Context: an optimization exercise on an open-source flow, tuned for small area and a short achievable clock period. The choices shown serve that exercise and are no tape-out recipe.
Where RTL was checked, it was by simulation tests only, not by an equivalence proof against the original.
No functional check of the RTL was part of runs 4 to 6.
Power and IR drop assume default switching activity.

==> flow/design.v <==
`timescale 1ns / 1ps
module gelu_lut_module (
    input                       clk,
    input                       rst_n,
    input                       in_valid,
    input      signed [15:0]    in_data,
    output reg                  out_valid,
    output     signed [10:0]    out_data
);
    reg         v1, s1;
    reg  [9:0]  m1;
    wire [5:0]  c;
    wire [9:0]  xa = in_data[9:0];
    wire [9:0]  lowor;
    genvar gi;
    generate for (gi = 0; gi < 10; gi = gi + 1) begin : g_or
        assign lowor[gi] = |xa[gi:0];
    end endgenerate
    wire [5:0]  pos_lo = s1 ? 6'd0 : m1[5:0];
    wire [4:0]  hi     = s1 ? 5'd0 : {1'b0, m1[9:6]};
    wire [6:0]  dlo    = {1'b0, pos_lo} - {1'b0, c};
    always @(posedge clk or negedge rst_n)
        if (!rst_n) begin v1 <= 1'b0; out_valid <= 1'b0; end
        else begin v1 <= in_valid; out_valid <= v1; end
    always @(posedge clk) begin
        s1 <= in_data[10];
        m1 <= xa ^ ({10{in_data[10]}} & {lowor[8:0], 1'b0});
    end
    reg  [5:0]  lo2;
    reg         b2;
    reg  [4:0]  hi2, hm2;
    always @(posedge clk) begin
        lo2 <= dlo[5:0];
        b2  <= dlo[6];
        hi2 <= hi;
        hm2 <= hi - 5'd1;
    end
    assign out_data = {b2 ? hm2 : hi2, lo2};
    gelu_c u_c (.a(m1), .y(c));
endmodule
module gelu_c (input [9:0] a, output [5:0] y);
  wire n17, n18, n19, n20, n21, n22, n23,
    n24, n25, n26, n27, n28, n29, n30, n31,
    n32, n33, n34, n35, n37, n38, n39, n40,
    n41, n42, n43, n44, n45, n46, n47, n48,
    n49, n51, n52, n53, n54, n55, n56, n57,
    n58, n59, n60, n61, n62, n63, n64, n65,
    n66, n67, n68, n69, n70, n71, n72, n73,
    n74, n75, n76, n77, n78, n79, n80, n81,
    n82, n83, n84, n85, n86, n87, n88, n89,
    n90, n91, n92, n93, n95, n96, n97, n98,
    n99, n100, n101, n102, n103, n104, n105,
    n106, n107, n108, n109, n110, n111, n112,
    n113, n114, n115, n116, n117, n118, n119,
    n120, n121, n122, n123, n124, n125, n126,
    n127, n128, n129, n130, n131, n132, n133,
    n134, n135, n137, n138, n139, n140, n141,
    n142, n143, n144, n145, n146, n147, n148,
    n149, n150, n151, n152, n153, n154, n155,
    n156, n157, n158, n159, n160, n161, n162,
    n163, n164, n165, n166, n167, n168, n169,
    n170, n171, n172, n173, n174, n175, n176,
    n177, n178, n179, n180, n181, n182, n183,
    n184, n185, n186, n187, n188, n189, n190,
    n191, n192, n193, n194, n195, n196, n197,
    n198, n199, n200, n201, n202, n203, n205,
    n206, n207, n208, n209, n210, n211, n212,
    n213, n214, n215, n216, n217, n218, n219,
    n220, n221, n222, n223, n224, n225, n226,
    n227, n228, n229, n230, n231, n232, n233,
    n234, n235, n236, n237, n238, n239, n240,
    n241, n242, n243, n244, n245, n246, n247,
    n248, n249, n250, n251, n252, n253, n254,
    n255, n256, n257, n258, n259, n260, n261,
    n262, n263, n264, n265, n266, n267, n268,
    n269, n270, n271, n272, n273, n274, n275,
    n276, n277, n278, n279, n280, n281, n282,
    n283, n284, n285, n286, n287, n288, n289,
    n290, n291, n292, n293, n294, n295, n296,
    n297, n298, n299, n300, n301;
  assign n17 = a[8] & a[7];
  assign n18 = ~a[8] & ~a[6];
  assign n19 = a[2] & a[1];
  assign n20 = ~a[3] & ~n19;
  assign n21 = a[4] & ~n20;
  assign n22 = ~a[8] & ~n21;
  assign n23 = a[1] & a[0];
  assign n24 = ~a[3] & ~n23;
  assign n25 = ~a[2] & n24;
  assign n26 = a[4] & ~n25;
  assign n27 = a[8] & n26;
  assign n28 = ~n22 & ~n27;
  assign n29 = ~a[5] & ~n28;
  assign n30 = a[8] & a[5];
  assign n31 = ~n29 & ~n30;
  assign n32 = a[6] & ~n31;
  assign n33 = ~n18 & ~n32;
  assign n34 = ~a[7] & ~n33;
  assign n35 = ~a[9] & ~n17;
  assign y[5] = ~n34 & n35;
  assign n37 = ~a[4] & n25;
  assign n38 = a[5] & ~n37;
  assign n39 = ~a[6] & ~n38;
  assign n40 = n34 & ~n39;
  assign n41 = ~a[3] & ~a[2];
  assign n42 = ~n24 & ~n41;
  assign n43 = a[4] & n42;
  assign n44 = a[8] & ~a[5];
  assign n45 = ~n43 & n44;
  assign n46 = a[6] & ~n45;
  assign n47 = a[7] & ~n18;
  assign n48 = ~n46 & n47;
  assign n49 = ~n40 & ~n48;
  assign y[4] = ~a[9] & ~n49;
  assign n51 = ~a[2] & ~a[1];
  assign n52 = ~a[0] & n51;
  assign n53 = a[3] & ~n52;
  assign n54 = a[4] & n53;
  assign n55 = a[5] & n54;
  assign n56 = ~a[7] & n18;
  assign n57 = ~n55 & n56;
  assign n58 = a[9] & ~n57;
  assign n59 = ~a[6] & ~n30;
  assign n60 = ~a[1] & ~a[0];
  assign n61 = a[2] & ~n60;
  assign n62 = ~a[3] & ~n61;
  assign n63 = ~a[4] & n62;
  assign n64 = ~a[8] & ~n63;
  assign n65 = ~a[5] & ~n64;
  assign n66 = ~a[3] & n51;
  assign n67 = a[8] & ~n66;
  assign n68 = a[4] & n67;
  assign n69 = ~a[4] & ~a[3];
  assign n70 = n52 & n69;
  assign n71 = ~n26 & ~n70;
  assign n72 = ~a[8] & ~n71;
  assign n73 = ~a[5] & ~n68;
  assign n74 = ~n72 & n73;
  assign n75 = n65 & ~n74;
  assign n76 = n59 & ~n75;
  assign n77 = ~n46 & ~n76;
  assign n78 = a[7] & ~n77;
  assign n79 = ~a[8] & ~a[4];
  assign n80 = a[3] & n61;
  assign n81 = ~a[4] & ~n80;
  assign n82 = a[8] & ~n81;
  assign n83 = ~n79 & ~n82;
  assign n84 = ~a[5] & ~n83;
  assign n85 = a[3] & ~n51;
  assign n86 = a[4] & n85;
  assign n87 = n38 & ~n86;
  assign n88 = n59 & ~n87;
  assign n89 = ~n84 & n88;
  assign n90 = ~n32 & ~n89;
  assign n91 = ~a[7] & ~n90;
  assign n92 = ~a[9] & ~n78;
  assign n93 = ~n91 & n92;
  assign y[3] = ~n58 & ~n93;
  assign n95 = n51 & n69;
  assign n96 = ~a[5] & n95;
  assign n97 = n57 & ~n96;
  assign n98 = a[9] & ~n97;
  assign n99 = ~a[4] & ~n42;
  assign n100 = n22 & ~n99;
  assign n101 = ~a[5] & ~n27;
  assign n102 = ~n100 & n101;
  assign n103 = ~a[8] & n69;
  assign n104 = ~n68 & ~n103;
  assign n105 = a[5] & ~n104;
  assign n106 = a[6] & ~n105;
  assign n107 = ~n102 & n106;
  assign n108 = ~a[5] & ~n82;
  assign n109 = n26 & ~n53;
  assign n110 = ~a[8] & a[3];
  assign n111 = ~n109 & n110;
  assign n112 = n108 & ~n111;
  assign n113 = a[3] & n19;
  assign n114 = ~a[4] & ~n113;
  assign n115 = ~n25 & n114;
  assign n116 = ~n86 & ~n115;
  assign n117 = ~a[8] & ~n116;
  assign n118 = ~n68 & ~n117;
  assign n119 = a[5] & ~n118;
  assign n120 = ~a[6] & ~n112;
  assign n121 = ~n119 & n120;
  assign n122 = ~a[7] & ~n107;
  assign n123 = ~n121 & n122;
  assign n124 = a[4] & n80;
  assign n125 = ~a[8] & ~n124;
  assign n126 = a[5] & ~n125;
  assign n127 = ~n27 & n126;
  assign n128 = ~n75 & ~n127;
  assign n129 = ~a[6] & ~n128;
  assign n130 = ~n30 & ~n65;
  assign n131 = n46 & ~n130;
  assign n132 = a[7] & ~n131;
  assign n133 = ~n129 & n132;
  assign n134 = ~a[9] & ~n123;
  assign n135 = ~n133 & n134;
  assign y[2] = n98 | n135;
  assign n137 = a[9] & ~a[7];
  assign n138 = a[6] & ~a[5];
  assign n139 = n125 & n138;
  assign n140 = a[5] & ~n54;
  assign n141 = ~a[2] & ~n23;
  assign n142 = a[3] & ~n141;
  assign n143 = a[4] & n142;
  assign n144 = ~a[8] & ~n95;
  assign n145 = ~n143 & n144;
  assign n146 = ~a[5] & ~n145;
  assign n147 = n59 & ~n140;
  assign n148 = ~n146 & n147;
  assign n149 = ~n139 & ~n148;
  assign n150 = n137 & ~n149;
  assign n151 = a[8] & n37;
  assign n152 = ~n20 & ~n113;
  assign n153 = ~n99 & n152;
  assign n154 = ~a[8] & ~n153;
  assign n155 = n101 & ~n154;
  assign n156 = a[5] & n104;
  assign n157 = ~n72 & n156;
  assign n158 = ~n155 & ~n157;
  assign n159 = ~n151 & ~n158;
  assign n160 = a[6] & ~n159;
  assign n161 = ~a[4] & a[2];
  assign n162 = a[4] & ~n62;
  assign n163 = ~n19 & n53;
  assign n164 = n162 & ~n163;
  assign n165 = ~n161 & ~n164;
  assign n166 = ~a[8] & ~n165;
  assign n167 = n108 & ~n166;
  assign n168 = a[4] & n66;
  assign n169 = ~a[0] & n66;
  assign n170 = ~a[4] & ~n169;
  assign n171 = a[8] & ~n168;
  assign n172 = ~n170 & n171;
  assign n173 = ~n41 & ~n85;
  assign n174 = a[4] & ~n173;
  assign n175 = ~a[3] & ~n141;
  assign n176 = ~n19 & ~n175;
  assign n177 = ~a[4] & ~n176;
  assign n178 = ~a[8] & ~n174;
  assign n179 = ~n177 & n178;
  assign n180 = a[5] & ~n172;
  assign n181 = ~n179 & n180;
  assign n182 = ~a[6] & ~n181;
  assign n183 = ~n167 & n182;
  assign n184 = ~a[7] & ~n183;
  assign n185 = ~n160 & n184;
  assign n186 = ~n74 & ~n127;
  assign n187 = a[8] & n95;
  assign n188 = ~n186 & ~n187;
  assign n189 = ~a[6] & ~n188;
  assign n190 = n64 & ~n162;
  assign n191 = a[3] & a[2];
  assign n192 = ~a[4] & ~n191;
  assign n193 = a[5] & ~n192;
  assign n194 = ~n190 & n193;
  assign n195 = ~n43 & ~n63;
  assign n196 = a[8] & ~n195;
  assign n197 = n65 & ~n196;
  assign n198 = a[6] & ~n194;
  assign n199 = ~n197 & n198;
  assign n200 = a[7] & ~n199;
  assign n201 = ~n189 & n200;
  assign n202 = ~a[9] & ~n185;
  assign n203 = ~n201 & n202;
  assign y[1] = n150 | n203;
  assign n205 = a[5] & n26;
  assign n206 = ~a[4] & ~n85;
  assign n207 = ~a[5] & ~n206;
  assign n208 = ~n124 & n207;
  assign n209 = ~n205 & ~n208;
  assign n210 = a[6] & ~n209;
  assign n211 = n140 & ~n206;
  assign n212 = ~n66 & n114;
  assign n213 = ~a[5] & ~n143;
  assign n214 = ~n212 & n213;
  assign n215 = ~n211 & ~n214;
  assign n216 = ~a[6] & ~n215;
  assign n217 = ~a[8] & n137;
  assign n218 = ~n210 & n217;
  assign n219 = ~n216 & n218;
  assign n220 = n81 & ~n175;
  assign n221 = a[5] & ~n109;
  assign n222 = ~n220 & n221;
  assign n223 = ~a[0] & n69;
  assign n224 = ~n19 & ~n51;
  assign n225 = ~n223 & ~n224;
  assign n226 = ~a[2] & n223;
  assign n227 = ~a[5] & ~n225;
  assign n228 = ~n226 & n227;
  assign n229 = ~a[8] & ~n228;
  assign n230 = ~n222 & n229;
  assign n231 = ~a[5] & ~n25;
  assign n232 = ~n142 & n231;
  assign n233 = ~n85 & ~n169;
  assign n234 = ~a[4] & ~n233;
  assign n235 = ~n143 & ~n168;
  assign n236 = ~n234 & n235;
  assign n237 = n87 & n236;
  assign n238 = a[8] & ~n232;
  assign n239 = ~n237 & n238;
  assign n240 = a[6] & ~n230;
  assign n241 = ~n239 & n240;
  assign n242 = ~n61 & n85;
  assign n243 = ~n60 & n174;
  assign n244 = ~n43 & ~n243;
  assign n245 = ~n242 & ~n244;
  assign n246 = ~n19 & ~n141;
  assign n247 = ~n60 & ~n246;
  assign n248 = ~a[3] & ~n247;
  assign n249 = a[3] & ~n246;
  assign n250 = ~a[4] & ~n249;
  assign n251 = ~n248 & n250;
  assign n252 = ~a[8] & ~n251;
  assign n253 = ~n245 & n252;
  assign n254 = a[8] & ~n236;
  assign n255 = ~n253 & ~n254;
  assign n256 = a[5] & ~n255;
  assign n257 = ~a[4] & ~a[1];
  assign n258 = ~a[2] & n53;
  assign n259 = a[2] & n60;
  assign n260 = n24 & ~n259;
  assign n261 = ~n113 & ~n260;
  assign n262 = ~n258 & n261;
  assign n263 = a[4] & ~n262;
  assign n264 = ~a[8] & ~n257;
  assign n265 = ~n263 & n264;
  assign n266 = n82 & n195;
  assign n267 = ~a[5] & ~n187;
  assign n268 = ~n266 & n267;
  assign n269 = ~n265 & n268;
  assign n270 = ~a[6] & ~n269;
  assign n271 = ~n256 & n270;
  assign n272 = ~a[7] & ~n241;
  assign n273 = ~n271 & n272;
  assign n274 = ~n62 & n114;
  assign n275 = ~n43 & ~n274;
  assign n276 = a[8] & ~n275;
  assign n277 = n65 & ~n276;
  assign n278 = ~n169 & n192;
  assign n279 = ~n43 & ~n278;
  assign n280 = a[8] & ~n279;
  assign n281 = ~n190 & ~n280;
  assign n282 = a[5] & ~n281;
  assign n283 = a[6] & ~n277;
  assign n284 = ~n282 & n283;
  assign n285 = n67 & ~n85;
  assign n286 = ~n53 & n170;
  assign n287 = ~a[8] & ~n26;
  assign n288 = ~n286 & n287;
  assign n289 = ~a[5] & ~n285;
  assign n290 = ~n288 & n289;
  assign n291 = n26 & ~n191;
  assign n292 = ~n66 & n206;
  assign n293 = ~n291 & ~n292;
  assign n294 = a[8] & ~n293;
  assign n295 = n126 & ~n294;
  assign n296 = ~a[6] & ~n290;
  assign n297 = ~n295 & n296;
  assign n298 = a[7] & ~n284;
  assign n299 = ~n297 & n298;
  assign n300 = ~a[9] & ~n299;
  assign n301 = ~n273 & n300;
  assign y[0] = n219 | n301;
endmodule
==> flow/flow/run.sh <==
#!/bin/bash
set -euo pipefail
rm -rf orfs_scripts
cp -r "$FLOW_HOME/scripts" orfs_scripts
cp flow/abc_area.script orfs_scripts/abc_area.script
args=()
while IFS= read -r line || [[ -n "$line" ]]; do
  [[ -z "$line" || "$line" == \#* ]] && continue
  args+=("$line")
done < flow/make_args.txt
bash standard.sh "SCRIPTS_DIR=$PWD/orfs_scripts" "${args[@]}" finish > run_make.log 2>&1
==> flow/flow/abc_area.script <==
strash; dch; map -a; topo; stime -c; buffer -c; upsize -c; dnsize -c
==> flow/flow/make_args.txt <==
ADDER_MAP_FILE=
BUFFER_PORTS_ARGS=-buffer_cell sky130_fd_sc_hd__buf_1
CTS_ARGS=-sink_clustering_enable -repair_clock_nets -dont_use_dummy_load
==> flow/standard.sh <==
#!/bin/bash
# synth_recipe.tcl (not shown) runs the flow's synth.tcl, then flattens the netlist and writes it again
# the make line also repeats each setting of config.mk as NAME=value (left out here)
make -C /OpenROAD-flow-scripts/flow DESIGN_CONFIG=/design/flow/config.mk WORK_HOME=/design/flow/orfs CLKGATE_MAP_FILE= SYNTH_SCRIPT=/design/flow/synth_recipe.tcl "${@:-finish}"
==> flow/config.mk <==
export PLATFORM = sky130hd
export DESIGN_NAME = gelu_lut_module
export DESIGN_NICKNAME = gelu_lut_module
export VERILOG_FILES = /design/flow/design.v
export SDC_FILE = /design/flow/constraint.sdc
export NUM_CORES = 4
export LEC_CHECK = 0
export ABC_AREA = 1
export CAP_MARGIN = 70
export CORE_MARGIN = 2
export CORE_UTILIZATION = 40
export SLEW_MARGIN = 70
==> flow/constraint.sdc <==
create_clock -name core_clock -period 5.0 [get_ports {clk}]
set_input_delay 1.0000 -clock core_clock [delete_from_list [all_inputs] [get_ports {clk}]]
set_output_delay 1.0000 -clock core_clock [all_outputs]
set_load 0.01 [all_outputs]
==> out/qor.yml, run 1 <==
synth.most_common_cell: "nor2_1"
worstSetupPathType: "flop to flop"
vias: 2319
synth_common_cells: "nor2_1, nand2_1, inv_1, dfxtp_1, a21oi_1"
antenna_found_initial: 0
slew_violations: 0
internal-power_uw: 498.7
ios: 31
rsz0062_at_grt: "no"
clk_latency_ns: 0.28
hold_ws_ns: 0.3529
crit_chain: "inv_2 -> nor2_4 -> inv_2 -> nor3_2 -> nor2_1 -> nor2_2 -> o21ai_1 -> inv_1 -> nor2_1 -> o21ai_1 -> nand3_1 -> nand3_1 -> nand2_2 -> nor3_4 -> nor2_2 -> nand2_2 -> inv_2 -> nor2_2 -> o21ai_2 -> xor2_1"
grt_overflow: 0
min_path_type: "flop to flop"
worst_clock_skew_ns: 0.01169
synth_top_family_by_area: "simple AND/OR/NAND/NOR gates"
status: "finished clean"
dp_hpwl_mm: 4.621
fillers: 628
drt_pre_antenna_iters: 5
core-area_sq_mm: 0.005851
grt_start_max_net_pins: 22
seqPwrFrac: 0.372
syn_to_final_growth_pct: 7.515
switching_power_uw: 369.2
yosys.cell_types.count: 42
path_max_fanout: 11
crit_buf_inv: 4
cts.sinks: 29
synth_mux_area_frac: 0
cts_buffers: 5
holdBufCountCts: 0
place.gp.congestion: 0.9757
synth-edff-count: 0
final_cells: 431
clkPwrFrac: 0.187
synth_flop_cell: "dfxtp_1"
netlist_area_sq_mm: 0.002381
wire_per_inst_microns: 13.81
slew-limit-headroom: 0.7285
synth-seq-cells: 29
crit_path_start_kind: "flop"
die_h_microns: 81.15
ir_worst_vdd_uv: 183.2
endpoint_kind: "flop"
viasPerCell: 5.381
drt_iter0_markers: 194
leakage_nw: 1.064
yosysSeqAreaShare: 0.2480
cp.arrival_ns: 2.99
drive_gt1_frac: 0.2135
io_buffers: 25
track_usage: 0.2046
clockBufferDepth: 2
cts_resized: 0
hold_viol: 0
synth_top_area_frac: 0.2270
max_stage_delay_ns: 0.53
slowest_stage: "dfxtp_2"
synthArstFlopShare: 0.06897
fin_nets: 377
dpl.cell_count: 426
synth_compound_area_frac: 0.2444
period_share: 0.5667
finalSetupTns_ns: 0
n_antenna_cell: 0
drv_cap: 0
yosys.area.top_type: "dfxtp_1"
grt_pass1_wl_mm: 10.36
initial_core_util: 0.4070
setup_viol: 0
cts_setup_buffers: 0
switching_share: 0.4254
fin_area_sq_mm: 0.002560
yosys-top-cells-area: "dfxtp_1, nor2_1, nand2_1, a21oi_1, o21ai_0"
syn-num-nets: 359
worstMarginPinSlew_ns: 0.4057
htreeDepth: 2
cts_tree: "yes"
clk_pin_slew_ns: 0.06
synth_xor_area_frac: 0.05150
dpl_cell_area_sq_mm: 0.002490
power.density_mw_per_mm2: 339.0
path_delay_family: "simple AND/OR/NAND/NOR gates"
die_w_microns: 81.15
ys.warnings.count: 1
synthSimpleGateAreaFrac: 0.3458
period_needed_ns: 2.833
cp_data_required_time_ns: 5.15
drc: 0
grt_pass1_vias: 2251
cts_root_buffer: "clkbuf_8"
comb_power_share: 0.442
wirelength_mm: 5.951
dieArea_sq_mm: 0.006585
max_freq_mhz: 352.9
utilization: 0.4376
netlist_instances: 340
placementRows: 28
synth-adder-area-share: 0
ant_nets: 0
synth.avg_cell_area_sq_um: 7.003
-- layer usage --
layer	wire [microns]	global-route usage
met1	2577	0.2498
met2	2827	0.3372
met3	407	0.05667
met4	138	0.08644
met5	0	0
-- area by class of cell --
class	count	area, sq um	area share
Inverter	41	158.9	0.06207
Multi-Input combinational cell	255	1534	0.5992
Timing Repair Buffer	26	101.3	0.03959
Tap cell	75	93.84	0.03666
Sequential cell	29	603.1	0.2356
Clock buffer	5	68.82	0.02688
-- path summary, 6_finish.rpt --
| kind | slack, ns | end | depth (start not counted) | start |
|---|---|---|---|---|
| setup / recovery | 2.17 | lo2[4] | 20 | m1[3] |
| hold / removal | 0.35 | out_valid | 0 | v1 |
| setup reg to reg | 2.17 | lo2[4] | 20 | m1[3] |
| hold reg to reg | 0.35 | out_valid | 0 | v1 |
| max in group asynchronous | 4.39 | out_valid | 1 | rst_n |
| min in group asynchronous | 0.49 | v1 | 1 | rst_n |
-- state kept, by name (all words and copies together), names as in the netlist --
signal,cells
m1,10
lo2,6
hm2,5
hi2,4
b2,1
out_valid,1
s1,1
v1,1
-- stage by stage --
stage / setup WS [ns] / total power, mW
2_1_floorplan: 2.766 / 0.6205
3_3_place_gp: 1.888 / 0.7019
4_1_cts: 2.166 / 0.8734
5_1_grt: 1.840 / 0.9417
3_5_place_dp: 2.188 / 0.7082
6_report: 2.167 / 0.8679
-- power groups by stage --
stage | combinational (mW) | clock (mW) | sequential [mW]
after floorplan | 0.313 | 0 | 0.308
after global placement | 0.378 | 0 | 0.324
after detailed placement | 0.381 | 0 | 0.327
after CTS | 0.382 | 0.169 | 0.322
after global routing | 0.435 | 0.178 | 0.329
final | 0.383 | 0.162 | 0.323
-- placed cells by master (no fill, tap or decap), drive strengths merged --
cell	instances
a311oi	1
a41oi	1
xor2	10
nor3	14
dfrtp	2
o21ai	34
o211ai	10
clkbuf	5
a21o	1
nand3	17
a22oi	2
o221ai	1
buf	26
o2111ai	2
nor2	66
nor4	1
a21oi	28
xnor2	4
o31ai	3
a31oi	6
inv	41
nand2	51
dfxtp	27
nand3b	1
o311ai	1
o32ai	1
-- cell families (layout without fill, tap and decap cells) --
| group | Yosys count | in the layout |
|---|---|---|
| xor gates and xnor gates | 14 | 14 |
| buffers and inverters | 56 | 72 |
| DFF | 29 | 29 |
| AOI/OAI and AO/OA | 91 | 91 |
| and+or+nand+nor | 150 | 150 |
==> inputs of run 2 (changes only) <==
--- a/flow/config.mk
+++ b/flow/config.mk
@@ -9,4 +9,6 @@
 export CAP_MARGIN = 70
 export CORE_MARGIN = 2
 export CORE_UTILIZATION = 40
+export SETUP_SLACK_MARGIN = 2.7
 export SLEW_MARGIN = 70
+export TNS_END_PERCENT = 5
==> out/qor.yml, run 2 <==
clk_latency_ns: 0.28  # about the same
vias: 2361  # +1.8%
slew-limit-headroom: 0.7314  # +0.002910
synth_top_area_frac: 0.2270  # unchanged
top_regs: "m1: 10 flops, lo2: 6 flops, hm2: 5 flops"
n_antenna_cell: 0  # unchanged
worstMarginPinSlew_ns: 0.4014  # -0.004349 ns
synth.most_common_cell: "nor2_1"
switching_power_uw: 377.2  # +2.2%
min_path_cells: 0  # unchanged
syn-num-nets: 359  # unchanged
largest_register_ffs: 10  # unchanged
drc: 0  # unchanged
r2r_start: "m1[2]"
cts_tree: "yes"
synth_common_cells: "nor2_1, nand2_1, inv_1, dfxtp_1, a21oi_1"
initial_core_util: 0.4070  # unchanged
min_path_type: "flop to flop"
comb_power_share: 0.460  # +0.018
cts_buffers: 5  # unchanged
yosys.cell_types.count: 42  # unchanged
path_max_fanout: 7  # -4
r2r_end: "lo2[4]"
netlist_area_sq_mm: 0.002381  # unchanged
timing.final.ws_setup_ns: 2.419  # +0.2525 ns
yosys-top-cells-area: "dfxtp_1, nor2_1, nand2_1, a21oi_1, o21ai_0"
grt_pass1_wl_mm: 10.74  # +3.6%
worst_clock_skew_ns: 0.01211  # +0.0004277 ns
yosysSeqAreaShare: 0.2480  # unchanged
period_needed_ns: 2.581  # -0.2525 ns
grt_start_max_net_pins: 21  # -4.5%
synth.avg_cell_area_sq_um: 7.003  # unchanged
worstSetupPathType: "flop to flop"
dp_hpwl_mm: 4.621  # unchanged
htreeDepth: 2  # unchanged
seqPwrFrac: 0.359  # -0.013
clockBufferDepth: 2  # unchanged
layout_common_cells: "nor2_1, nand2_1, inv_1, buf_1, a21oi_1"
drive_gt1_frac: 0.2355  # +0.02197
endpoint_kind: "flop"
totalPowerFinal_uw: 894.2  # +3.0%
ir_worst_vdd_uv: 183.0  # -0.13%
antenna_found_initial: 0  # unchanged
top_register: "m1"
max_freq_mhz: 387.5  # +9.8%
die_h_microns: 81.15  # unchanged
die_w_microns: 81.15  # unchanged
wirelength_mm: 6.191  # +4.0%
place.gp.congestion: 0.9757  # unchanged
cts.sinks: 29  # unchanged
hold_viol: 0  # unchanged
ios: 31  # unchanged
drt_pre_antenna_iters: 4  # -1
clk_pin_slew_ns: 0.06  # about the same
drv_cap: 0  # unchanged
io_buffers: 25  # unchanged
viasPerCell: 5.415  # +0.64%
finalSetupTns_ns: 0  # unchanged
synth-seq-cells: 29  # unchanged
ys.warnings.count: 1  # unchanged
placementRows: 28  # unchanged
synth-edff-count: 0  # unchanged
track_usage: 0.2121  # +0.007496
fin_nets: 382  # +1.3%
synthArstFlopShare: 0.06897  # unchanged
cp_data_required_time_ns: 5.15  # about the same
slew_violations: 0  # unchanged
wire_per_inst_microns: 14.20  # +2.8%
internal-power_uw: 517.0  # +3.7%
cts_root_buffer: "clkbuf_8"
core-area_sq_mm: 0.005851  # unchanged
grt_overflow: 0  # unchanged
grt_pass1_vias: 2351  # +4.4%
dieArea_sq_mm: 0.006585  # unchanged
ant_nets: 0  # unchanged
r2r.worst_path.cells: 17  # -15%
period_share: 0.5162  # -0.05050
status: "finished clean"
power.density_mw_per_mm2: 333.5  # -1.6%
reg2reg_slack_ns: 2.42  # +0.25 ns
final_common_cell: "nor2_1"
yosys.area.top_type: "dfxtp_1"
place_ws_ns: 2.188  # unchanged
worstHoldStart: "v1"
cp.arrival_ns: 2.73  # -0.26 ns
leakage_nw: 1.119  # +5.1%
rsz0062_at_grt: "yes"
holdBufCountCts: 0  # unchanged
whs_endpoint: "out_valid"
syn_to_final_growth_pct: 12.61
synth_flop_cell: "dfxtp_1"
switching_share: 0.4218  # -0.003543
clkPwrFrac: 0.181  # -0.006
crit_path_start_kind: "flop"
netlist_instances: 340  # unchanged
setup_viol: 0  # unchanged
drt_iter0_markers: 198  # +2.1%
[run 2: cell count changes in the layout (fill, tap and decap cells not counted), sizes merged]
cell	delta
buf	+4
bufbuf	+1
[run 2: through the flow]
stage | std cells | util | hold WS, ns | cell area (sq um)
2_1_floorplan | 340 | - | 0.3312 | 2381
5_1_grt | 436 | 0.4583 | 0.3663 | 2681
4_1_cts | 436 | 0.4581 | 0.3567 | 2680
3_5_place_dp | 426 | 0.4256 | 0.3420 | 2490
3_3_place_gp | 426 | 0.4226 | 0.3362 | 2472
6_report | 436 | 0.4583 | 0.3534 | 2681
[run 2: worst max path at each step]
stage	start	cells past startpoint	endpoint
after floorplan	m1[3]	19	lo2[4]
after global placement	m1[3]	20	lo2[4]
after detailed placement	m1[3]	20	lo2[4]
after CTS	m1[3]	18	lo2[4]
after global routing	m1[2]	20	lo2[4]
final	m1[2]	17	lo2[4]
[run 2: kinds of logic after synthesis]
family | share of synthesized area
AOI/OAI and AO/OA | 0.2444
xor gates and xnor gates | 0.05149
buffers and inverters | 0.1103
DFF | 0.2480
and+or+nand+nor | 0.3458
[run 2: what timing repair did]
item                                    4_1_cts  5_1_grt
resized for setup                            15        0
gates cloned                                  1        0
endpoints found under the setup margin        6        6
buffers inserted                              4        0
pin swaps                                     4        0
[run 2: layout make-up]
| class | instances | area, sq um |
|---|---|---|
| Sequential cell | 29 | 613.1 |
| Tap cell | 75 | 93.84 |
| Fill cell | 610 | 3169 |
| Clock buffer | 5 | 68.82 |
| Inverter | 41 | 168.9 |
| Timing Repair Buffer | 31 | 188.9 |
| Multi-Input combinational cell | 255 | 1548 |
[run 2: critical path, stage by stage (launching register included)]
cell and delay (ns):
dfxtp_4 0.38, inv_4 0.14, nand2_1 0.11, inv_1 0.14, nor2_1 0.08, nand2_1 0.11
nand3_1 0.11, o21ai_0 0.24, nand3_1 0.10, a22oi_1 0.22, nand2_1 0.13, a21oi_2 0.16
inv_2 0.06, nand2_2 0.07, inv_2 0.04, nor2_2 0.12, o21ai_2 0.10, xor2_1 0.14
[run 2: per-layer routing]
metal | global-route usage | vias up | share of wire
met1 | 0.2493 | 1076 | 0.43
met3 | 0.05778 | 19 | 0.058
met4 | 0.1102 | 0 | 0.038
met5 | 0 | - | 0
met2 | 0.3521 | 81 | 0.48
li1 | - | 1185 | -
[run 2: power by group through the flow]
stage	combinational [mW]	sequential [mW]	clock, mW
2_1_floorplan	0.313	0.308	0
3_3_place_gp	0.378	0.324	0
3_5_place_dp	0.381	0.327	0
4_1_cts	0.408	0.320	0.169
5_1_grt	0.462	0.327	0.179
6_report	0.411	0.321	0.162
==> inputs of run 3 (changes only) <==
==> flow/flow/run.sh (replaced) <==
#!/bin/bash
set -euo pipefail
args=()
while IFS= read -r line || [[ -n "$line" ]]; do
  [[ -z "$line" || "$line" == \#* ]] && continue
  args+=("$line")
done < flow/make_args.txt
bash standard.sh "${args[@]}" finish > run_make.log 2>&1
--- a/flow/config.mk
+++ b/flow/config.mk
@@ -6,9 +6,9 @@
 export NUM_CORES = 4
 export LEC_CHECK = 0
 export ABC_AREA = 1
-export CAP_MARGIN = 70
+export CAP_MARGIN = 75
 export CORE_MARGIN = 2
 export CORE_UTILIZATION = 40
-export SETUP_SLACK_MARGIN = 2.7
-export SLEW_MARGIN = 70
+export SETUP_SLACK_MARGIN = 2.6
+export SLEW_MARGIN = 75
 export TNS_END_PERCENT = 5
removed: flow/flow/abc_area.script
==> out/qor.yml, run 3 <==
timing.final.ws_setup_ns: 2.775  # +0.3564 ns
drt_pre_antenna_iters: 5  # +1
final_cells: 503  # +15%
core-area_sq_mm: 0.005608  # -4.1%
met3_length_microns: 483  # +35%
dieArea_sq_mm: 0.006513  # -1.1%
setup_viol: 0  # unchanged
crit_path_start_kind: "flop"
clockBufferDepth: 2  # unchanged
initial_core_util: 0.4197  # +0.01271
hold_ws_ns: 0.3653  # +0.01191 ns
htreeDepth: 2  # unchanged
max_stage_delay_ns: 0.51  # +0.13 ns
endpoint_kind: "flop"
drc: 0  # unchanged
clk_pin_slew_ns: 0.06  # about the same
dp_hpwl_mm: 4.831  # +4.5%
crit_chain: "inv_4 -> a21oi_1 -> nand2_1 -> nand2_1 -> nand2_1 -> nand3_1 -> nand3_1 -> nand3_1 -> nand2_1 -> nand2_2 -> nand2_2 -> inv_2 -> nand4_1 -> nand2_1 -> nand3_1 -> nand2_1"
yosysSeqAreaShare: 0.2509  # +0.002901
drive_gt1_frac: 0.1137  # -0.1218
cts_tree: "yes"
r2r_end: "lo2[5]"
path_max_fanout: 22  # +15
wl_met1_mm: 2.928  # +10%
grt_pass1_vias: 2400  # +2.1%
ys.warnings.count: 1  # unchanged
synth_flop_cell: "dfxtp_1"
cp_common_cell: "nand2_1"
cts_root_buffer: "clkbuf_8"
yosys-top-cells-area: "nand2_1, dfxtp_1, nand3_1, nor2_1, inv_1"
clk_latency_ns: 0.28  # about the same
r2r.worst_path.cells: 16  # -1
ios: 31  # unchanged
finalSetupTns_ns: 0  # unchanged
dpl.cell_count: 496  # +16%
grt_overflow: 0  # unchanged
grt_start_max_net_pins: 24  # +14%
period_share: 0.4449  # -0.07127
rsz0062_at_grt: "yes"
worst_clock_skew_ns: 0.01305  # +0.0009406 ns
track_usage: 0.2136  # +0.001591
synth_top_area_frac: 0.2456  # +0.01860
ant_nets: 0  # unchanged
slew_violations: 0  # unchanged
io_buffers: 25  # unchanged
slowest_stage: "dfxtp_4"
ir_worst_vdd_uv: 158.2  # -14%
final_common_cell: "nand2_1"
drv_cap: 0  # unchanged
synth_common_cells: "nand2_1, nand3_1, nor2_1, inv_1, dfxtp_1"
power.density_mw_per_mm2: 331.9  # -0.48%
cp_data_required_time_ns: 5.22  # +0.07 ns
drt_iter0_markers: 175  # -12%
fin_nets: 452  # +18%
largest_register_ffs: 10  # unchanged
slew-limit-headroom: 0.7653  # +0.03381
grt_pass1_wl_mm: 10.94  # +1.9%
max_freq_mhz: 449.5  # +16%
leakage_nw: 1.310  # +17%
viasPerCell: 5.241  # -3.2%
dr.max_layer_used: "met4"
cts.sinks: 29  # unchanged
worstMarginPinSlew_ns: 0.3521  # -0.04923 ns
synth-seq-cells: 29  # unchanged
synth.avg_cell_area_sq_um: 5.699  # -19%
antenna_found_initial: 0  # unchanged
yosys.area.top_type: "nand2_1"
syn-num-nets: 432  # +20%
fillers: 622  # +2.0%
period_needed_ns: 2.225  # -0.3564 ns
holdBufCountCts: 0  # unchanged
r2r_start: "m1[4]"
totalPowerFinal_uw: 869.5  # -2.8%
place_ws_ns: 2.643  # +0.4550 ns
reg2reg_slack_ns: 2.78  # +0.36 ns
wirelength_mm: 6.349  # +2.6%
layout_common_cells: "nand2_1, nand3_1, nor2_1, inv_1, buf_1"
endpoint: "lo2[5]"
die_h_microns: 80.71  # -0.55%
placementRows: 27  # -3.6%
status: "finished clean"
place.gp.congestion: 0.9176  # -6.0%
cp-startpoint: "m1[4]"
cts_buffers: 5  # unchanged
synthArstFlopShare: 0.06897  # unchanged
synth.most_common_cell: "nand2_1"
synth-edff-count: 0  # unchanged
die_w_microns: 80.71  # -0.55%
cp.arrival_ns: 2.45  # -0.28 ns
syn_to_final_growth_pct: 11.32
hold_viol: 0  # unchanged
n_antenna_cell: 0  # unchanged
top_regs: "m1: 10 flops, lo2: 6 flops, hm2: 5 flops"
yosys.cell_types.count: 30  # -29%
worstSetupPathType: "flop to flop"
min_path_type: "flop to flop"
vias: 2636  # +12%
wire_per_inst_microns: 12.62  # -11%
netlist_instances: 413  # +21%
top_register: "m1"
wl_met2_mm: 2.793  # -5.1%
netlist_area_sq_mm: 0.002354  # -1.2%
==> run 3: cell count changes after synthesis, sizes merged, moves of 6 or more <==
cell,change
nand2,+108
nand3,+41
nor2,-19
o21ai,-18
a21oi,-15
nor3,-12
o211ai,-8
nand4,+6
==> run 3: logic make-up (layout without fill, tap and decap cells) <==
kind of cell | Yosys count | count (layout) | synth area share
DFF | 29 | 29 | 0.2509
xor gates and xnor gates | 12 | 12 | 0.04466
AOI/OAI and AO/OA | 37 | 37 | 0.08718
muxes | 4 | 4 | 0.01914
and+or+nand+nor | 278 | 278 | 0.5056
buffers and inverters | 53 | 71 | 0.09250
==> run 3: area by class of cell <==
type	instances	area (sq um)	share of cell area
tap	72	90.09	0.03438
sequential	29	611.8	0.2335
inverter	39	156.4	0.05969
clock buffer	5	68.82	0.02627
multi-input combinational	331	1585	0.6051
timing repair buffer	27	107.6	0.04107
==> run 3: per-layer routing <==
metal  GRT usage  vias up
met3     0.03371       11
met2      0.3408      116
li1            -     1365
met1      0.2910     1144
met4     0.07797        0
met5           0        -
==> run 3: power breakdown <==
| part | internal (mW) | leakage (nW) | switching, mW |
|---|---|---|---|
| logic | 0.138 | 1.02 | 0.249 |
| clock network | 0.0889 | 0.0359 | 0.0745 |
| registers | 0.274 | 0.252 | 0.0451 |
| total | 0.501 | 1.31 | 0.369 |
==> run 3: critical path, delay by kind of cell, from the launching register on <==
family,cells,cell delay [ns]
AO/OA/AOI/OAI,1,0.25
buffers and inverters,2,0.21
flip-flops,1,0.51
AND/OR/NAND/NOR,13,1.20
==> run 3: metrics by stage <==
step,cell area (sq um),utilization
floorplan,2354,-
global placement,2466,0.4398
detailed placement,2482,0.4427
CTS,2551,0.4549
global route,2620,0.4672
finish,2620,0.4672
==> run 3: worst min-delay path by stage <==
stage / depth (start not counted) / end / startpoint
floorplan: 0 / out_valid / v1
global placement: 0 / out_valid / v1
detailed placement: 0 / out_valid / v1
CTS: 0 / out_valid / v1
global route: 0 / out_valid / v1
finish: 0 / out_valid / v1
==> run 3: what timing repair did <==
item,CTS,global route
setup buffers,0,1
resized for setup,0,20
setup endpoints to repair,0,5
==> inputs of run 4 (changes only) <==
--- a/flow/design.v
+++ b/flow/design.v
@@ -27,15 +27,16 @@
         m1 <= xa ^ ({10{in_data[10]}} & {lowor[8:0], 1'b0});
     end
     reg  [5:0]  lo2;
-    reg         b2;
+    reg         b2, b2n;
     reg  [4:0]  hi2, hm2;
     always @(posedge clk) begin
         lo2 <= dlo[5:0];
         b2  <= dlo[6];
+        b2n <= ~dlo[6];
         hi2 <= hi;
         hm2 <= hi - 5'd1;
     end
-    assign out_data = {b2 ? hm2 : hi2, lo2};
+    assign out_data = {({5{b2}} & hm2) | ({5{b2n}} & hi2), lo2};
     gelu_c u_c (.a(m1), .y(c));
 endmodule
 module gelu_c (input [9:0] a, output [5:0] y);
--- a/flow/config.mk
+++ b/flow/config.mk
@@ -6,9 +6,9 @@
 export NUM_CORES = 4
 export LEC_CHECK = 0
 export ABC_AREA = 1
-export CAP_MARGIN = 75
+export CAP_MARGIN = 70
 export CORE_MARGIN = 2
 export CORE_UTILIZATION = 40
-export SETUP_SLACK_MARGIN = 2.6
-export SLEW_MARGIN = 75
+export SETUP_SLACK_MARGIN = 2.75
+export SLEW_MARGIN = 70
 export TNS_END_PERCENT = 5
==> out/qor.yml, run 4 <==
hold_viol: 0  # unchanged
initial_core_util: 0.4073  # -0.01241
drc: 0  # unchanged
yosysSeqAreaShare: 0.2578  # +0.006862
path_delay_family: "simple AND/OR/NAND/NOR gates"
cp_data_required_time_ns: 5.18  # -0.04 ns
cts_root_buffer: "clkbuf_8"
cts.sinks: 30  # +3.4%
grt_pass1_vias: 2676  # +12%
wire_per_inst_microns: 13.57  # +7.5%
io_buffers: 25  # unchanged
cp.arrival_ns: 2.44  # about the same
drt_iter0_markers: 504  # +190%
die_h_microns: 80.95  # +0.30%
max_stage_delay_ns: 0.42  # -0.09 ns
syn_to_final_growth_pct: 31.59
placementRows: 28  # +3.7%
worstMarginPinSlew_ns: 0.3946  # +0.04251 ns
ir_worst_vdd_uv: 193.5  # +22%
clk_latency_ns: 0.28  # about the same
wirelength_mm: 7.356  # +16%
holdBufCountCts: 0  # unchanged
final_common_cell: "nand2_1"
place.gp.congestion: 0.9481  # +3.3%
cp-startpoint: "m1[3]"
htreeDepth: 2  # unchanged
antenna_found_initial: 0  # unchanged
track_usage: 0.2214  # +0.007744
grt_start_max_net_pins: 25  # +4.2%
slowest_stage: "dfxtp_4"
synth.most_common_cell: "nand2_1"
crit_buf_inv: 3  # +1
cp_common_cell: "nand2_1"
dieArea_sq_mm: 0.006553  # +0.61%
synth.avg_cell_area_sq_um: 5.613  # -1.5%
yosys-top-cells-area: "nand2_1, dfxtp_1, nand3_1, nor2_1, inv_1"
viasPerCell: 5.487  # +4.7%
core-area_sq_mm: 0.005816  # +3.7%
synthArstFlopShare: 0.06667  # -0.002299
layout_common_cells: "nand2_1, nand3_1, nor2_1, inv_1, nand2_2"
slew-limit-headroom: 0.7365  # -0.02872
period_share: 0.4522  # +0.007312
largest_register_ffs: 10  # unchanged
rsz0062_at_grt: "yes"
synth_flop_cell: "dfxtp_1"
vias: 2974  # +13%
max_freq_mhz: 442.3  # -1.6%
reg2reg_slack_ns: 2.74  # -0.04 ns
top_register: "m1"
yosys.area.top_type: "nand2_1"
crit_path_start_kind: "flop"
ant_nets: 0  # unchanged
worst_clock_skew_ns: 0.01371  # +0.0006596 ns
path_max_fanout: 8  # -64%
clk_pin_slew_ns: 0.06  # about the same
worstSetupPathType: "flop to flop"
yosys.cell_types.count: 28  # -6.7%
crit_chain: "clkinvlp_4 -> nand2_2 -> buf_6 -> nand2_2 -> inv_2 -> nand2_1 -> nand2_1 -> nand2_1 -> nand2_1 -> nand2_1 -> nand2_1 -> nand3_1 -> nand3_2 -> nand3_4 -> nand3_4 -> nand2_4 -> nand2_2 -> nand2_2 -> nand2_1 -> nand2_1"
dpl_cell_area_sq_mm: 0.002484  # about the same
cts_tree: "yes"
clockBufferDepth: 2  # unchanged
multi_input_area_sq_mm: 0.001783  # +12%
top_regs: "m1: 10 flops, lo2: 6 flops, hm2: 5 flops"
ios: 31  # unchanged
wl_met2_mm: 3.407  # +22%
slew_violations: 0  # unchanged
met3_length_microns: 682  # +41%
dr.max_layer_used: "met4"
fillers: 574  # -7.7%
r2r_start: "m1[3]"
leakage_nw: 1.535  # +17%
power.density_mw_per_mm2: 325.6  # -1.9%
netlist_area_sq_mm: 0.002369  # +0.64%
synth-edff-count: 0  # unchanged
drt_pre_antenna_iters: 6  # +1
wl_met1_mm: 2.944  # +0.55%
drive_gt1_frac: 0.2548  # +0.1411
finalSetupTns_ns: 0  # unchanged
n_antenna_cell: 0  # unchanged
worstHoldStart: "v1"
netlist_instances: 422  # +2.2%
hold_ws_ns: 0.3644  # -0.0008550 ns
setup_viol: 0  # unchanged
grt_overflow: 0  # unchanged
syn-num-nets: 441  # +2.1%
synth_common_cells: "nand2_1, nand3_1, nor2_1, inv_1, dfxtp_1"
min_path_type: "flop to flop"
endpoint_kind: "flop"
synth-seq-cells: 30  # +3.4%
totalPowerFinal_mw: 1.015  # +17%
fin_area_sq_mm: 0.003117  # +19%
synth_top_area_frac: 0.2583  # +0.01271
drv_cap: 0  # unchanged
grt_pass1_wl_mm: 11.53  # +5.4%
die_w_microns: 80.95  # +0.30%
cts_buffers: 5  # unchanged
dp_hpwl_mm: 4.823  # -0.17%
utilization: 0.5359  # +0.06873
regArea_sq_um: 636.9  # +4.1%
status: "finished clean"
period_needed_ns: 2.261  # +0.03656 ns
ys.warnings.count: 1  # unchanged
fin_nets: 488  # +8.0%
==> run 4: changes by cell type after synthesis, moves of 3 or more <==
cell / before / now
inv_2: 6 / 3
nand2_1: 154 / 163
clkbuf_1: 2 / 5
mux2_2: 4 / 0
nor2_1: 46 / 49
a22o_1: 0 / 4
nand2_2: 5 / 2
inv_1: 31 / 36
==> run 4: where the power goes <==
group	internal, mW	switching, mW	total [mW]	leakage, nW
registers	0.285	0.0437	0.329	0.261
clock network	0.0890	0.0771	0.166	0.0359
logic	0.203	0.317	0.520	1.24
==> run 4: logic make-up (layout without fill, tap and decap cells) <==
logic type      after synthesis  in the layout  share of synthesized area
simple gates                282            282                     0.4976
compound gates               42             42                     0.1035
xor+xnor                     12             12                    0.04437
flops                        30             30                     0.2578
buf+inv                      56            101                    0.09667
==> run 4: layer usage <==
layer / up-vias / global-route usage
met5: - / 0
met4: 0 / 0.09492
met3: 48 / 0.03778
met2: 194 / 0.3653
met1: 1281 / 0.2842
li1: 1451 / -
==> run 4: area by class of cell <==
type / instances / share of cell area
Clock buffer: 5 / 0.02208
Inverter: 39 / 0.05098
Multi-Input combinational cell: 336 / 0.5721
Sequential cell: 30 / 0.2043
Tap cell: 75 / 0.03011
Timing Repair Buffer: 56 / 0.1180
Timing Repair inverter: 1 / 0.002409
==> run 4: timing repair <==
action | 4_1_cts | 5_1_grt
endpoints found under the setup margin | 7 | 8
gates resized for setup | 18 | 83
cloned | 1 | 1
pin swaps | 1 | 36
setup buffers | 13 | 16
==> run 4: through the flow <==
step / worst slack [ns] / instances
final: 2.739 / 542
after global routing: 2.556 / 542
after CTS: 2.741 / 525
after detailed placement: 2.423 / 506
after global placement: 1.918 / 506
after floorplan: 2.903 / 422
==> run 4: path summary, 6_finish.rpt <==
check	to	cells past startpoint
worst min-delay path	out_valid	0
worst max register to register	b2n	20
min in group asynchronous	out_valid	1
worst min register to register	out_valid	0
max in group asynchronous	v1	1
worst max-delay path	b2n	20
==> inputs of run 5 (changes only) <==
--- a/flow/config.mk
+++ b/flow/config.mk
@@ -9,6 +9,6 @@
 export CAP_MARGIN = 70
 export CORE_MARGIN = 2
 export CORE_UTILIZATION = 40
-export SETUP_SLACK_MARGIN = 2.75
+export SETUP_SLACK_MARGIN = 2.65
 export SLEW_MARGIN = 70
 export TNS_END_PERCENT = 5
==> out/qor.yml, run 5 <==
synth_flop_cell: "dfxtp_1"
setup_viol: 0  # unchanged
synth_top_area_frac: 0.2583  # unchanged
max_stage_delay_ns: 0.42  # about the same
max_freq_mhz: 444.8  # +0.58%
grt_overflow: 0  # unchanged
clk_latency_ns: 0.28  # about the same
cp.arrival_ns: 2.42  # -0.02 ns
drt_pre_antenna_iters: 6  # unchanged
utilization: 0.5077  # -0.02818
power.density_mw_per_mm2: 326.8  # +0.38%
dpl.cell_count: 506  # unchanged
drt_iter0_markers: 471  # -6.5%
core-area_sq_mm: 0.005816  # unchanged
syn-num-nets: 441  # unchanged
crit_buf_inv: 3  # unchanged
endpoint_kind: "flop"
drive_gt1_frac: 0.1952  # -0.05964
netlist_area_sq_mm: 0.002369  # unchanged
dieArea_sq_mm: 0.006553  # unchanged
cts_root_buffer: "clkbuf_8"
n_antenna_cell: 0  # unchanged
htreeDepth: 2  # unchanged
io_buffers: 25  # unchanged
initial_core_util: 0.4073  # unchanged
worstMarginPinSlew_ns: 0.4069  # +0.01224 ns
ys.warnings.count: 1  # unchanged
synth.most_common_cell: "nand2_1"
rsz0062_at_grt: "yes"
r2r_start: "m1[3]"
vias: 2903  # -2.4%
grt_start_max_net_pins: 25  # unchanged
ios: 31  # unchanged
synthArstFlopShare: 0.06667  # unchanged
worstHoldStart: "v1"
synth_common_cells: "nand2_1, nand3_1, nor2_1, inv_1, dfxtp_1"
place.gp.congestion: 0.9481  # unchanged
final_cells: 531  # -2.0%
wire_per_inst_microns: 13.34  # -1.7%
min_path_type: "flop to flop"
slew-limit-headroom: 0.7285  # -0.008074
worstSetupPathType: "flop to flop"
crit_chain: "clkinvlp_2 -> buf_4 -> nand2_1 -> nand2_1 -> nand2_1 -> nand3_1 -> nand2_1 -> nand3_1 -> nand3_1 -> nand3_2 -> nand2_1 -> nand2_1 -> nand3_2 -> nand2_2 -> buf_4 -> xor2_1"
die_h_microns: 80.95  # unchanged
path_delay_family: "simple AND/OR/NAND/NOR gates"
ant_nets: 0  # unchanged
viasPerCell: 5.467  # -0.37%
drv_cap: 0  # unchanged
cp_common_cell: "nand2_1"
dp_hpwl_mm: 4.823  # unchanged
synth.avg_cell_area_sq_um: 5.613  # unchanged
r2r.worst_path.cells: 16  # -20%
worst_clock_skew_ns: 0.01308  # -0.0006353 ns
hold_ws_ns: 0.3641  # -0.0003000 ns
fin_nets: 477  # -2.3%
period_needed_ns: 2.248  # -0.01309 ns
period_share: 0.4496  # -0.002618
cp_data_required_time_ns: 5.17  # about the same
cts_tree: "yes"
synth-edff-count: 0  # unchanged
hold_viol: 0  # unchanged
top_register: "m1"
yosys.area.top_type: "nand2_1"
fillers: 608  # +5.9%
multi_input_area_sq_mm: 0.001715  # -3.8%
cts_buffers: 5  # unchanged
wirelength_mm: 7.085  # -3.7%
yosys-top-cells-area: "nand2_1, dfxtp_1, nand3_1, nor2_1, inv_1"
top_regs: "m1: 10 flops, lo2: 6 flops, hm2: 5 flops"
clockBufferDepth: 2  # unchanged
min_path_cells: 0  # unchanged
slew_violations: 0  # unchanged
layout_common_cells: "nand2_1, nand3_1, nor2_1, inv_1, buf_1"
cts.sinks: 30  # unchanged
grt_pass1_vias: 2599  # -2.9%
largest_register_ffs: 10  # unchanged
placementRows: 28  # unchanged
track_usage: 0.2163  # -0.005127
leakage_nw: 1.461  # -4.8%
cp-startpoint: "m1[3]"
clk_pin_slew_ns: 0.06  # about the same
slowest_stage: "dfxtp_4"
netlist_instances: 422  # unchanged
path_max_fanout: 7  # -1
drc: 0  # unchanged
die_w_microns: 80.95  # unchanged
antenna_found_initial: 0  # unchanged
final_common_cell: "nand2_1"
cp.depth: 16  # -20%
ir_worst_vdd_uv: 182.4  # -5.8%
finalSetupTns_ns: 0  # unchanged
holdBufCountCts: 0  # unchanged
status: "finished clean"
yosysSeqAreaShare: 0.2578  # unchanged
syn_to_final_growth_pct: 24.67
yosys.cell_types.count: 28  # unchanged
grt_pass1_wl_mm: 11.30  # -2.0%
synth-seq-cells: 30  # unchanged
regArea_sq_um: 636.9  # unchanged
crit_path_start_kind: "flop"
-- run 5: path summary, 6_finish.rpt --
check	end	slack, ns
setup / recovery	lo2[2]	2.75
hold reg to reg	out_valid	0.36
hold / removal	out_valid	0.36
min in group asynchronous	out_valid	0.49
max in group asynchronous	v1	4.39
setup reg to reg	lo2[2]	2.75
-- run 5: through the flow --
stage	setup WS, ns	total power [mW]	instance area [sq um]
final	2.752	0.9651	2953
after global routing	2.559	1.042	2953
after CTS	2.652	0.8879	2645
after detailed placement	2.423	0.7043	2484
after global placement	1.918	0.7032	2481
after floorplan	2.903	0.6135	2369
-- run 5: power by group --
| group | total, mW | switching (mW) | leakage [nW] | internal (mW) |
|---|---|---|---|---|
| Clock | 0.166 | 0.0772 | 0.0359 | 0.0890 |
| Sequential | 0.329 | 0.0438 | 0.261 | 0.285 |
| Combinational | 0.470 | 0.294 | 1.16 | 0.176 |
-- run 5: cell type report --
cell class / count / area share
Multi-Input combinational cell: 336 / 0.5809
Sequential cell: 30 / 0.2157
Timing Repair Buffer: 44 / 0.08941
Inverter: 39 / 0.05466
Tap cell: 75 / 0.03178
Clock buffer: 5 / 0.02331
Timing Repair inverter: 2 / 0.004237
-- run 5: kinds of logic (layout without fill, tap and decap cells) --
group	after synthesis	after routing	share of synthesized area
XOR/XNOR	12	12	0.04437
flip-flops	30	30	0.2578
buffers and inverters	56	90	0.09667
AND/OR/NAND/NOR	282	282	0.4976
AO/OA/AOI/OAI	42	42	0.1035
-- run 5: what timing repair did --
item | in CTS | in global routing
gates resized for setup | 10 | 65
setup endpoints to repair | 6 | 7
gates cloned | 1 | 2
pin swaps | 0 | 12
buffers inserted | 8 | 9
-- run 5: routing by layer --
layer  vias up  track usage  routed length [microns]
met5         -            0                        0
met4         0      0.08644                      309
met3        48      0.04222                      592
met2       157       0.3579                     3264
met1      1274       0.2760                     2919
li1       1424            -                        -
-- run 5: worst reg2reg max path, delay by kind of cell (launching register included) --
| kind | cells | cell delay [ns] |
|---|---|---|
| xor+xnor | 1 | 0.13 |
| buf+inv | 3 | 0.59 |
| flops | 1 | 0.42 |
| simple gates | 12 | 1.01 |
==> inputs of run 6 (changes only) <==
--- a/flow/config.mk
+++ b/flow/config.mk
@@ -9,6 +9,6 @@
 export CAP_MARGIN = 70
 export CORE_MARGIN = 2
 export CORE_UTILIZATION = 40
-export SETUP_SLACK_MARGIN = 2.65
+export SETUP_SLACK_MARGIN = 2.85
 export SLEW_MARGIN = 70
 export TNS_END_PERCENT = 5
==> out/qor.yml, run 6 <==
wl_met2_mm: 3.576  # +9.6%
netlist_instances: 422  # unchanged
drc: 0  # unchanged
r2r_start: "m1[4]"
path_max_fanout: 8  # +1
die_w_microns: 80.95  # unchanged
synthArstFlopShare: 0.06667  # unchanged
io_buffers: 25  # unchanged
cp_common_cell: "nand3_1"
syn-num-nets: 441  # unchanged
synth_common_cells: "nand2_1, nand3_1, nor2_1, inv_1, dfxtp_1"
ys.warnings.count: 1  # unchanged
clk_pin_slew_ns: 0.06  # about the same
reg2reg_slack_ns: 2.68  # -0.07 ns
placementRows: 28  # unchanged
crit_chain: "buf_12 -> clkinvlp_4 -> nand2_4 -> buf_4 -> o21ai_0 -> nor2_1 -> nand3_1 -> nand3_1 -> nand3_1 -> nand2_1 -> nand2_1 -> nand2_2 -> buf_4 -> buf_4 -> nand3_1 -> nand3_1 -> nand2_1"
top_regs: "m1: 10 flops, lo2: 6 flops, hm2: 5 flops"
ant_nets: 0  # unchanged
n_antenna_cell: 0  # unchanged
slew-limit-headroom: 0.7156  # -0.01282
whs_endpoint: "out_valid"
synth_flop_cell: "dfxtp_1"
multi_input_area_sq_mm: 0.001794  # +4.6%
synth-seq-cells: 30  # unchanged
r2r.worst_path.cells: 17  # +1
leakage_nw: 1.570  # +7.5%
dp_hpwl_mm: 4.823  # unchanged
fillers: 557  # -8.4%
initial_core_util: 0.4073  # unchanged
wirelength_mm: 7.872  # +11%
internal-power_uw: 580.9  # +5.6%
crit_path_start_kind: "flop"
drt_pre_antenna_iters: 6  # unchanged
max_freq_mhz: 431.5  # -3.0%
yosysSeqAreaShare: 0.2578  # unchanged
min_path_cells: 0  # unchanged
clockBufferDepth: 2  # unchanged
slowest_stage: "dfxtp_2"
synth_mux_area_frac: 0  # unchanged
r2r_end: "lo2[5]"
ir_worst_vdd_uv: 186.7  # +2.4%
cts_buffers: 5  # unchanged
synth-adder-area-share: 0  # unchanged
synth.avg_cell_area_sq_um: 5.613  # unchanged
cts_root_buffer: "clkbuf_8"
status: "finished clean"
netlist_area_sq_mm: 0.002369  # unchanged
hold_viol: 0  # unchanged
totalPowerFinal_mw: 1.025  # +6.2%
top_register: "m1"
switching_share: 0.4331  # +0.003355
dr.max_layer_used: "met4"
worstMarginPinSlew_ns: 0.4261  # +0.01921 ns
antenna_found_initial: 0  # unchanged
finalSetupTns_ns: 0  # unchanged
cts.sinks: 30  # unchanged
fin_nets: 490  # +2.7%
rsz0062_at_grt: "yes"
cp_data_required_time_ns: 5.18  # about the same
worst_clock_skew_ns: 0.01451  # +0.001432 ns
synth_top_family_by_area: "simple AND/OR/NAND/NOR gates"
grt_pass1_vias: 2746  # +5.7%
setup_viol: 0  # unchanged
comb_power_share: 0.516  # +0.029
worstHoldStart: "v1"
seqPwrFrac: 0.321  # -0.020
synth_xor_area_frac: 0.04437  # unchanged
yosys.cell_types.count: 28  # unchanged
clk_latency_ns: 0.28  # about the same
htreeDepth: 2  # unchanged
regArea_sq_um: 634.4  # -0.39%
layout_common_cells: "nand2_1, nor2_1, nand3_1, inv_1"
synth-edff-count: 0  # unchanged
synthSimpleGateAreaFrac: 0.4976  # unchanged
clkPwrFrac: 0.162  # -0.010
slew_violations: 0  # unchanged
period_needed_ns: 2.318  # +0.06948 ns
min_path_type: "flop to flop"
drive_gt1_frac: 0.2537  # +0.05856
dieArea_sq_mm: 0.006553  # unchanged
switching_power_uw: 443.9  # +7.0%
largest_register_ffs: 10  # unchanged
place.gp.congestion: 0.9481  # unchanged
met3_length_microns: 792  # +34%
path_delay_family: "simple AND/OR/NAND/NOR gates"
syn_to_final_growth_pct: 33.60
ios: 31  # unchanged
core-area_sq_mm: 0.005816  # unchanged
power.density_mw_per_mm2: 323.9  # -0.90%
crit_buf_inv: 5  # +2
synth_compound_area_frac: 0.1035  # unchanged
yosys-top-cells-area: "nand2_1, dfxtp_1, nand3_1, nor2_1, inv_1"
max_stage_delay_ns: 0.34  # -0.08 ns
viasPerCell: 5.649  # +3.3%
wire_per_inst_microns: 14.47  # +8.5%
yosys.area.top_type: "nand2_1"
worstSetupPathType: "flop to flop"
wl_met1_mm: 3.122  # +7.0%
vias: 3073  # +5.9%
grt_start_max_net_pins: 21  # -16%
endpoint_kind: "flop"
track_usage: 0.2384  # +0.02214
hold_ws_ns: 0.3646  # +0.0004870 ns
grt_pass1_wl_mm: 12.36  # +9.4%
synth_top_area_frac: 0.2583  # unchanged
die_h_microns: 80.95  # unchanged
drv_cap: 0  # unchanged
synth.most_common_cell: "nand2_1"
grt_overflow: 0  # unchanged
holdBufCountCts: 0  # unchanged
final_common_cell: "nand2_1"
drt_iter0_markers: 466  # -1.1%
cts_tree: "yes"
period_share: 0.4635  # +0.01390
cp.arrival_ns: 2.50  # +0.08 ns
-- run 6: how the worst max path moves through the flow --
stage / startpoint / to / cells after the start
6_report: m1[4] / lo2[5] / 17
5_1_grt: m1[4] / lo2[5] / 17
4_1_cts: m1[1] / lo2[5] / 21
3_5_place_dp: m1[3] / lo2[4] / 15
3_3_place_gp: m1[8] / lo2[5] / 16
2_1_floorplan: in_data[1] / m1[9] / 7
-- run 6: repair_timing --
item | CTS | global route
endpoints found under the setup margin | 8 | 9
gates resized for setup | 52 | 49
pin swaps | 12 | 20
setup buffers | 19 | 12
gates cloned | 2 | 0
-- run 6: kinds of logic after synthesis --
| family | Yosys count |
|---|---|
| AO/OA/AOI/OAI | 42 |
| XOR/XNOR | 12 |
| buffers and inverters | 56 |
| flip-flops | 30 |
| AND/OR/NAND/NOR | 282 |
-- run 6: layout make-up --
| class | count | area share |
|---|---|---|
| multi-input combinational | 336 | 0.5670 |
| sequential | 30 | 0.2005 |
| timing repair buffer | 58 | 0.1269 |
| inverter | 39 | 0.05180 |
| tap | 75 | 0.02966 |
| clock buffer | 5 | 0.02175 |
| timing repair inverter | 1 | 0.002372 |
-- run 6: through the flow --
| stage | util | worst slack, ns | std cells | area [sq um] |
|---|---|---|---|---|
| 2_1_floorplan | - | 2.903 | 422 | 2369 |
| 3_3_place_gp | 0.4266 | 1.918 | 506 | 2481 |
| 3_5_place_dp | 0.4271 | 2.423 | 506 | 2484 |
| 4_1_cts | 0.5000 | 2.849 | 532 | 2908 |
| 5_1_grt | 0.5441 | 2.586 | 544 | 3164 |
| 6_report | 0.5441 | 2.682 | 544 | 3164 |
-- run 6: metal layers --
| metal | vias up | global-route usage |
|---|---|---|
| li1 | 1449 | - |
| met1 | 1327 | 0.3005 |
| met2 | 245 | 0.3901 |
| met3 | 52 | 0.04667 |
| met4 | 0 | 0.1136 |
| met5 | - | 0 |
-- run 6: power by group through the flow --
stage	Sequential, mW	Clock, mW	Combinational, mW
floorplan	0.316	0	0.297
global placement	0.328	0	0.375
detailed placement	0.329	0	0.376
CTS	0.324	0.170	0.451
global route	0.335	0.181	0.581
finish	0.329	0.166	0.529
==> inputs of run 7 (changes only) <==
--- a/flow/design.v
+++ b/flow/design.v
@@ -27,16 +27,15 @@
         m1 <= xa ^ ({10{in_data[10]}} & {lowor[8:0], 1'b0});
     end
     reg  [5:0]  lo2;
-    reg         b2, b2n;
+    reg         b2;
     reg  [4:0]  hi2, hm2;
     always @(posedge clk) begin
         lo2 <= dlo[5:0];
         b2  <= dlo[6];
-        b2n <= ~dlo[6];
         hi2 <= hi;
         hm2 <= hi - 5'd1;
     end
-    assign out_data = {({5{b2}} & hm2) | ({5{b2n}} & hi2), lo2};
+    assign out_data = {b2 ? hm2 : hi2, lo2};
     gelu_c u_c (.a(m1), .y(c));
 endmodule
 module gelu_c (input [9:0] a, output [5:0] y);
==> flow/flow/make_args.txt (replaced) <==
ADDER_MAP_FILE=
BUFFER_PORTS_ARGS=-buffer_cell sky130_fd_sc_hd__buf_1
CTS_ARGS=-sink_clustering_enable -repair_clock_nets -dont_use_dummy_load
CTS_ARGS=-sink_clustering_enable -sink_clustering_size 30 -sink_clustering_max_diameter 150 -buf_list sky130_fd_sc_hd__clkbuf_8 -dont_use_dummy_load -repair_clock_nets
--- a/flow/config.mk
+++ b/flow/config.mk
@@ -9,6 +9,6 @@
 export CAP_MARGIN = 70
 export CORE_MARGIN = 2
 export CORE_UTILIZATION = 40
-export SETUP_SLACK_MARGIN = 2.85
+export SETUP_SLACK_MARGIN = 2.65
 export SLEW_MARGIN = 70
 export TNS_END_PERCENT = 5
==> out/qor.yml, run 7 <==
synth_compound_area_frac: 0.08719  # -0.01635
synthSimpleGateAreaFrac: 0.5056  # +0.007959
synth.most_common_cell: "nand2_1"
worst_clock_skew_ns: 0.01673  # +0.002216 ns
whs_endpoint: "out_valid"
crit_buf_inv: 1  # -4
viasPerCell: 5.258  # -6.9%
drt_pre_antenna_iters: 5  # -1
cp_data_required_time_ns: 4.00  # -1.18 ns
cts.sinks: 29  # -3.3%
finalSetupTns_ns: 0  # unchanged
synth-adder-area-share: 0  # unchanged
endpoint_kind: "primary output"
wire_per_inst_microns: 13.17  # -9.0%
worstHoldStart: "v1"
r2r_end: "lo2[4]"
dieArea_sq_mm: 0.006513  # -0.60%
final_cells: 504  # -7.4%
die_w_microns: 80.71  # -0.30%
min_path_cells: 0  # unchanged
cts_root_buffer: "clkbuf_8"
ir_worst_vdd_uv: 170.9  # -8.5%
status: "finished clean"
synth.avg_cell_area_sq_um: 5.699  # +1.5%
grt_pass1_vias: 2423  # -12%
max_freq_mhz: 456.4  # +5.8%
synthArstFlopShare: 0.06897  # +0.002299
io_buffers: 25  # unchanged
fin_nets: 453  # -7.6%
worstMarginPinSlew_ns: 0.3656  # -0.06051 ns
yosys-top-cells-area: "nand2_1, dfxtp_1, nand3_1, nor2_1, inv_1"
period_needed_ns: 2.191  # -0.1263 ns
synth_mux_area_frac: 0.01914  # +0.01914
antenna_found_initial: 0  # unchanged
placementRows: 27  # -3.6%
synth-seq-cells: 29  # -3.3%
ant_nets: 0  # unchanged
htreeDepth: 2  # unchanged
hold_viol: 0  # unchanged
largest_register_ffs: 10  # unchanged
yosysSeqAreaShare: 0.2509  # -0.006862
fillers: 624  # +12%
yosys.cell_types.count: 30  # +7.1%
place.gp.congestion: 0.9176  # -3.2%
track_usage: 0.2176  # -0.02077
clk_pin_slew_ns: 0.06  # about the same
clockBufferDepth: 2  # unchanged
synth_top_family_by_area: "simple AND/OR/NAND/NOR gates"
leakage_nw: 1.330  # -15%
ios: 31  # unchanged
grt_overflow: 0  # unchanged
synth_common_cells: "nand2_1, nand3_1, nor2_1, inv_1, dfxtp_1"
place_ws_ns: 2.603  # +0.1807 ns
timing.final.ws_setup_ns: 2.809  # +0.1263 ns
slew-limit-headroom: 0.7560  # +0.04032
synth-edff-count: 0  # unchanged
power.density_mw_per_mm2: 330.0  # +1.9%
vias: 2650  # -14%
r2r_start: "m1[2]"
reg2reg_slack_ns: 2.87  # +0.19 ns
n_antenna_cell: 0  # unchanged
synth_top_area_frac: 0.2456  # -0.01271
dp_hpwl_mm: 4.802  # -0.44%
min_path_type: "flop to flop"
yosys.area.top_type: "nand2_1"
grt_start_max_net_pins: 24  # +14%
cp.depth: 2  # -15
crit_path_start_kind: "flop"
top_regs: "m1: 10 flops, lo2: 6 flops, hm2: 5 flops"
netlist_instances: 413  # -2.1%
r2r.worst_path.cells: 17  # unchanged
-- run 7: worst max path at each step --
| stage | from | endpoint | slack (ns) |
|---|---|---|---|
| floorplan | in_data[1] | m1[9] | 2.90 |
| global placement | m1[8] | lo2[5] | 2.00 |
| detailed placement | m1[6] | b2 | 2.60 |
| CTS | m1[3] | b2 | 2.71 |
| global route | m1[3] | lo2[4] | 2.61 |
| finish | b2 | out_data[8] | 2.81 |
-- run 7: cells by family (layout without fill, tap and decap cells) --
family,count (synthesis),count (layout)
AND/OR/NAND/NOR,278,278
buffers and inverters,53,72
AO/OA/AOI/OAI,37,37
flip-flops,29,29
XOR/XNOR,12,12
multiplexers,4,4
-- run 7: metrics by stage --
stage | instance area (sq um) | util | hold WS [ns]
2_1_floorplan | 2354 | - | 0.3312
3_3_place_gp | 2466 | 0.4398 | 0.3415
3_5_place_dp | 2475 | 0.4413 | 0.3404
4_1_cts | 2552 | 0.4552 | 0.3639
5_1_grt | 2679 | 0.4777 | 0.3653
6_report | 2679 | 0.4777 | 0.3639
-- run 7: where the power goes --
part / switching, mW / leakage [nW] / internal, mW
logic: 0.261 / 1.04 / 0.142
clock network: 0.0752 / 0.0359 / 0.0890
registers: 0.0431 / 0.253 / 0.274
-- run 7: per-layer routing --
layer | vias up | wire length (microns) | track usage
met5 | - | 0 | 0
li1 | 1365 | - | -
met3 | 13 | 525 | 0.04270
met1 | 1154 | 3002 | 0.2999
met2 | 118 | 2967 | 0.3367
met4 | 0 | 142 | 0.07966
-- run 7: final cells by class --
class / instances / area, sq um / area share
inverter: 39 / 165.2 / 0.06165
multi-input combinational: 331 / 1623 / 0.6058
clock buffer: 5 / 68.82 / 0.02569
timing repair buffer: 28 / 116.4 / 0.04344
tap: 72 / 90.09 / 0.03363
sequential: 29 / 615.6 / 0.2298
-- run 7: timing repair --
action,4_1_cts,5_1_grt
cloned,0,0
pin swaps,0,1
buffers inserted,0,3
resized for setup,4,36
endpoints found under the setup margin,3,5

==> afterwards: timing with drivers on the ports <==
No port has a modelled driver above. Below, the same layouts with a new extraction and two added sets of constraints.
Step 1 sets driving cells, clkbuf_16 on the clock port and buf_2 on the other inputs (assumed; they add their load-dependent delay and slew).
Step 2 times the ports against the registers' clock, not the clock port: input delays grow and output delays shrink by t, the midpoint of the rising clock arrivals with the driver on.
a / b / c = ideal ports / drivers / drivers and shift; a / b = the first two.
run	t (ns)	slack for setup (ns)
run 1	0.294	2.167 / 2.167 / 2.167
run 2	0.297	2.419 / 2.419 / 2.419
run 3	0.300	2.775 / 2.766 / 2.653
run 4	0.298	2.739 / 2.739 / 2.619
run 5	0.299	2.752 / 2.752 / 2.619
run 6	0.297	2.682 / 2.682 / 2.682
run 7	0.293	2.809 / 2.781 / 2.627
After both steps every run listed still meets setup and hold.
